This is an optimization exercise on Yosys and OpenROAD, whose aim is small area, not a production implementation. In this exercise RTL edits were held to simulation tests only and were not proved equivalent to the original. Power figures rest on the tool's default switching activity, not on a simulated workload.

Design TwoDigitAdder, start of the top module:
module TwoDigitAdder(
    input wire clk,
    input wire rst,
    input wire rx,
    input wire [3:0] switches,
    input wire btn_right,
    input wire btn_left,
    input wire btn_up,
    input wire btn_down,
    input wire btn_calc,
    output wire tx,
    output reg [3:0] an,
    output wire [6:0] seg,
    output reg [3:0] led
);
Size: about 28 I/O pins.
Settings: LEC_CHECK=0, ABC_AREA=1, CAP_MARGIN=20, CORE_MARGIN=2, CORE_UTILIZATION=60, SLEW_MARGIN=20; clock period 40.0 ns.
standard.sh (not shown) runs the stock make flow with config.mk's settings and CLKGATE_MAP_FILE= SYNTH_SCRIPT=/design/flow/synth_recipe.tcl, a recipe that flattens the netlist after the stock synthesis.
==> flow/flow/run.sh <==
#!/bin/bash
# Own layout flow: the standard synthesis, then the combinational logic of its netlist is
# mapped again with a stronger ABC script (every flip-flop instance, name and cell type is kept),
# then the standard layout from the floorplan on. The new netlist is used only if ABC's cec
# proves it equivalent to the standard one (flip-flops cut into inputs and outputs); otherwise the
# standard netlist is laid out unchanged.
# The clock tree is built with small buffers and without dummy loads (CTS_ARGS below), and the
# port buffers are the platform's smallest buffer (BUFFER_PORTS_ARGS below).
# Logs: log_synth.txt, log_reopt.txt, log_cec.txt, log_layout.txt in the work folder.
set -uo pipefail
W=$(pwd)
F=$W/flow
YOSYS=$(command -v yosys || true)
[[ -x "$YOSYS" ]] || YOSYS=$FLOW_HOME/../tools/install/yosys/bin/yosys
ABC=$(dirname "$YOSYS")/yosys-abc
R=$W/orfs/results/$FLOW_PLATFORM/TwoDigitAdder/base
LIB=$FLOW_HOME/platforms/$FLOW_PLATFORM/lib/sky130_fd_sc_hd__tt_025C_1v80.lib
TOP=$FLOW_TOP

bash standard.sh synth > "$W/log_synth.txt" 2>&1 || exit 1
cp "$R/1_2_yosys.v" "$W/synth_std.v"

# don't-use cells of the platform
DU=""
for c in $(grep -o "lpflow_[a-z0-9_]*\|probe[a-z_0-9]*" "$FLOW_HOME/platforms/$FLOW_PLATFORM/config.mk" | sort -u); do
  DU="$DU -dont_use sky130_fd_sc_hd__$c"
done
SEQ="sky130_fd_sc_hd__dfxtp_1 sky130_fd_sc_hd__dfxtp_2 sky130_fd_sc_hd__dfxtp_4 sky130_fd_sc_hd__edfxtp_1 sky130_fd_sc_hd__dfrtp_1 sky130_fd_sc_hd__dfrtp_2 sky130_fd_sc_hd__dfrtp_4 sky130_fd_sc_hd__dfstp_1 sky130_fd_sc_hd__dfxbp_1"

cat > "$W/reopt.ys" <<EOS
read_liberty -overwrite -ignore_miss_func $LIB
blackbox $SEQ
read_verilog -sv $W/synth_std.v
hierarchy -top $TOP
flatten
opt_clean -purge
abc -liberty $LIB $DU -script $F/abc_area.script -D $(awk "BEGIN{print $FLOW_PERIOD_NS*1000}")
opt_clean -purge
hilomap -singleton -hicell sky130_fd_sc_hd__conb_1 HI -locell sky130_fd_sc_hd__conb_1 LO
splitnets
opt_clean -purge
insbuf -buf sky130_fd_sc_hd__buf_4 A X
rename -hide w:_*
read_liberty -overwrite -setattr liberty_cell -lib $LIB
check -assert -mapped
stat -liberty $LIB
write_verilog -noattr -nohex -nodec $W/synth_reopt.v
EOS

use_reopt=0
if "$YOSYS" -l "$W/log_reopt.txt" "$W/reopt.ys" > /dev/null 2>&1; then
  # equivalence: flip-flops cut into ports in both netlists, then ABC cec
  ok=1
  for n in std reopt; do
    python3 "$F/cutff.py" "$W/synth_$n.v" "$W/cut_$n.v" >> "$W/log_cec.txt" 2>&1 || ok=0
    "$YOSYS" -q -p "read_liberty -overwrite -ignore_miss_func $LIB; read_verilog -sv $W/cut_$n.v; hierarchy -top $TOP; flatten; techmap; opt_clean -purge; setundef -zero; write_blif $W/cut_$n.blif" >> "$W/log_cec.txt" 2>&1 || ok=0
  done
  if [[ $ok == 1 ]]; then
    timeout 1200 "$ABC" -c "cec $W/cut_std.blif $W/cut_reopt.blif" >> "$W/log_cec.txt" 2>&1 || true
    if grep -q "Networks are equivalent" "$W/log_cec.txt"; then use_reopt=1; fi
  fi
fi
if [[ $use_reopt == 1 ]]; then
  echo "using the re-mapped netlist" | tee -a "$W/log_cec.txt"
  cp "$W/synth_reopt.v" "$R/1_2_yosys.v"
  touch "$R/1_2_yosys.v"
else
  echo "using the standard netlist" | tee -a "$W/log_cec.txt"
fi

# clock tree: small clock buffers in larger clusters, no dummy loads
export CTS_ARGS="-sink_clustering_enable -repair_clock_nets -dont_use_dummy_load -buf_list sky130_fd_sc_hd__clkbuf_4 -sink_clustering_size 9 -sink_clustering_max_diameter 40"
# every input and output port still gets its own buffer, the smallest one
export BUFFER_PORTS_ARGS="-inputs -outputs -buffer_cell sky130_fd_sc_hd__buf_1"
bash standard.sh finish > "$W/log_layout.txt" 2>&1 || exit 1
Other scripts of this flow, unchanged in this note and not shown: flow/flow/abc_area.script, flow/flow/cutff.py
Next try:
CORE_UTILIZATION = 40   (was 60)
Result: Global-route usage drops by 8.9 points. Via count barely changes. Clock power hardly moves. Cell count climbs by a little under a tenth. Hold slack is about the same. Count of clock-buffer cells in the layout does not change. Die area climbs by well over a third. Worst setup slack is better by 0.10 ns. Routed wire length climbs by a few percent. Sequential share of layout area drops by 0.50 points. Core utilization drops by 21 points.
Next try:
--- a/flow/flow/run.sh
+++ b/flow/flow/run.sh
@@ -6,4 +6,2 @@
 # standard netlist is laid out unchanged.
-# The clock tree is built with small buffers and without dummy loads (CTS_ARGS below), and the
-# port buffers are the platform's smallest buffer (BUFFER_PORTS_ARGS below).
 # Logs: log_synth.txt, log_reopt.txt, log_cec.txt, log_layout.txt in the work folder.
@@ -70,6 +68,2 @@
 
-# clock tree: small clock buffers in larger clusters, no dummy loads
-export CTS_ARGS="-sink_clustering_enable -repair_clock_nets -dont_use_dummy_load -buf_list sky130_fd_sc_hd__clkbuf_4 -sink_clustering_size 9 -sink_clustering_max_diameter 40"
-# every input and output port still gets its own buffer, the smallest one
-export BUFFER_PORTS_ARGS="-inputs -outputs -buffer_cell sky130_fd_sc_hd__buf_1"
 bash standard.sh finish > "$W/log_layout.txt" 2>&1 || exit 1
- The new run passed the timing, DRC and antenna checks
- final cell count is higher by about 0.45%
- register-to-register slack is worse by 0.51 ns
- clock-buffer cell count is lower by 3
- via count is lower by about 0.4%
- core utilization is higher by 2.5 points
- clock power is higher by 110%
- hold slack is better by 0.0039 ns
- wire length is higher by about 0.9%
- sequential share of layout area is lower by 1.9 points
- synthesized area stays the same
Next try:
--- a/flow/flow/run.sh
+++ b/flow/flow/run.sh
@@ -6,2 +6,3 @@
 # standard netlist is laid out unchanged.
+# The clock tree is built with small buffers and without dummy loads (CTS_ARGS below).
 # Logs: log_synth.txt, log_reopt.txt, log_cec.txt, log_layout.txt in the work folder.
@@ -68,2 +69,4 @@
 
+# clock tree: small clock buffers in larger clusters, no dummy loads
+export CTS_ARGS="-sink_clustering_enable -repair_clock_nets -dont_use_dummy_load -buf_list sky130_fd_sc_hd__clkbuf_4 -sink_clustering_size 9 -sink_clustering_max_diameter 40"
 bash standard.sh finish > "$W/log_layout.txt" 2>&1 || exit 1
Outcome: Critical path depth went up by 1; cell area drops by a few percent; power decreases by a quarter to a third.

* * *

== JK ==
TwoDigitAdder, a different RTL version from the one above (not shown whole).
For scale: ~1900 cells after synthesis, about 28 I/O pins.
clock: 40.0 ns
lec_check: 0
abc_area: 1
cap_margin: 20
core_margin: 2
core_utilization: 40
cts_buf_list: sky130_fd_sc_hd__clkbuf_4
slew_margin: 20
==> flow/flow/run.sh <==
#!/bin/bash
# Own layout flow: the standard synthesis, then the combinational logic of its netlist is
# mapped again with a stronger ABC script (every flip-flop instance, name and cell type is kept),
# then the standard layout from the floorplan on. The new netlist is used only if ABC's cec
# proves it equivalent to the standard one (flip-flops cut into inputs and outputs); otherwise the
# standard netlist is laid out unchanged.
# Logs: log_synth.txt, log_reopt.txt, log_cec.txt, log_layout.txt in the work folder.
set -uo pipefail
W=$(pwd)
F=$W/flow
YOSYS=$(command -v yosys || true)
[[ -x "$YOSYS" ]] || YOSYS=$FLOW_HOME/../tools/install/yosys/bin/yosys
ABC=$(dirname "$YOSYS")/yosys-abc
R=$W/orfs/results/$FLOW_PLATFORM/TwoDigitAdder/base
LIB=$FLOW_HOME/platforms/$FLOW_PLATFORM/lib/sky130_fd_sc_hd__tt_025C_1v80.lib
TOP=$FLOW_TOP

bash standard.sh synth > "$W/log_synth.txt" 2>&1 || exit 1
cp "$R/1_2_yosys.v" "$W/synth_std.v"

# don't-use cells of the platform
DU=""
for c in $(grep -o "lpflow_[a-z0-9_]*\|probe[a-z_0-9]*" "$FLOW_HOME/platforms/$FLOW_PLATFORM/config.mk" | sort -u); do
  DU="$DU -dont_use sky130_fd_sc_hd__$c"
done
SEQ="sky130_fd_sc_hd__dfxtp_1 sky130_fd_sc_hd__dfxtp_2 sky130_fd_sc_hd__dfxtp_4 sky130_fd_sc_hd__edfxtp_1 sky130_fd_sc_hd__dfrtp_1 sky130_fd_sc_hd__dfrtp_2 sky130_fd_sc_hd__dfrtp_4 sky130_fd_sc_hd__dfstp_1 sky130_fd_sc_hd__dfxbp_1"

cat > "$W/reopt.ys" <<EOS
read_liberty -overwrite -ignore_miss_func $LIB
blackbox $SEQ
read_verilog -sv $W/synth_std.v
hierarchy -top $TOP
flatten
opt_clean -purge
abc -liberty $LIB $DU -script $F/abc_area.script -D $(awk "BEGIN{print $FLOW_PERIOD_NS*1000}")
opt_clean -purge
hilomap -singleton -hicell sky130_fd_sc_hd__conb_1 HI -locell sky130_fd_sc_hd__conb_1 LO
splitnets
opt_clean -purge
insbuf -buf sky130_fd_sc_hd__buf_4 A X
rename -hide w:_*
read_liberty -overwrite -setattr liberty_cell -lib $LIB
check -assert -mapped
stat -liberty $LIB
write_verilog -noattr -nohex -nodec $W/synth_reopt.v
EOS

use_reopt=0
if "$YOSYS" -l "$W/log_reopt.txt" "$W/reopt.ys" > /dev/null 2>&1; then
  # equivalence: flip-flops cut into ports in both netlists, then ABC cec
  ok=1
  for n in std reopt; do
    python3 "$F/cutff.py" "$W/synth_$n.v" "$W/cut_$n.v" >> "$W/log_cec.txt" 2>&1 || ok=0
    "$YOSYS" -q -p "read_liberty -overwrite -ignore_miss_func $LIB; read_verilog -sv $W/cut_$n.v; hierarchy -top $TOP; flatten; techmap; opt_clean -purge; setundef -zero; write_blif $W/cut_$n.blif" >> "$W/log_cec.txt" 2>&1 || ok=0
  done
  if [[ $ok == 1 ]]; then
    timeout 1200 "$ABC" -c "cec $W/cut_std.blif $W/cut_reopt.blif" >> "$W/log_cec.txt" 2>&1 || true
    if grep -q "Networks are equivalent" "$W/log_cec.txt"; then use_reopt=1; fi
  fi
fi
if [[ $use_reopt == 1 ]]; then
  echo "using the re-mapped netlist" | tee -a "$W/log_cec.txt"
  cp "$W/synth_reopt.v" "$R/1_2_yosys.v"
  touch "$R/1_2_yosys.v"
else
  echo "using the standard netlist" | tee -a "$W/log_cec.txt"
fi

bash standard.sh finish > "$W/log_layout.txt" 2>&1 || exit 1
Other scripts of this flow, unchanged in this note and not shown: flow/flow/abc_area.script, flow/flow/cutff.py
Relative to JK, the following input files were edited for MS:
# JK
export LEC_CHECK = 0
export ABC_AREA = 1
export CAP_MARGIN = 20
export CORE_MARGIN = 2
export CORE_UTILIZATION = 40
export CTS_BUF_LIST = sky130_fd_sc_hd__clkbuf_4
export SLEW_MARGIN = 20
create_clock -name core_clock -period 40.0 [get_ports {clk}]
# MS
export LEC_CHECK = 0
export ABC_AREA = 1
export CAP_MARGIN = 20
export CORE_MARGIN = 2
export CORE_UTILIZATION = 40
export SLEW_MARGIN = 20
create_clock -name core_clock -period 40.0 [get_ports {clk}]
Notes after the runs:
From JK to MS, area of all sequential standard cells did not move at all. On highest achievable clock rate, MS and JK are neck and neck. STATUS setup slack: MS wins against JK. Of MS and JK, JK shows the higher hold slack, with MS below it. Required time reported for the critical path endpoint: MS vs JK down 180 ps. In the tables for MS and JK, count of clock buffers in the final design reads lower with MS. As far as synthesized cell count goes, JK and MS are indistinguishable; the numbers are identical. MS -> JK: fraction of the cycle the final worst path needs flat.

[static timing again, ports no longer ideal]
In the flow no input, the clock included, has a driving cell. The finished layouts below were timed again as built, in two steps.
Step 1 assumes that a clkbuf_16 drives the clock port and a buf_2 every other input.
Step 2 also shifts input and output timing later by t, the mid clock arrival at the registers, as if the neighbouring blocks saw the same clock.
Three values: ideal, step 1, step 2; two values: the first two.
run	t (ns)	setup WS [ns]	pins driven straight from the clock port
the first run of note 1	0.621	5.041 / 5.041 / 5.041	1
the second run of note 1	0.635	5.143 / 5.143 / 5.143	1
the third run of note 1	0.579	4.634 / 4.634 / 4.634	1
the fourth run of note 1	0.681	4.612 / 4.612 / 4.612	1
JK	0.751	5.454 / 5.454 / 5.454	1
MS	0.592	5.495 / 5.495 / 5.495	1
After both steps setup and hold are still met in every run listed.
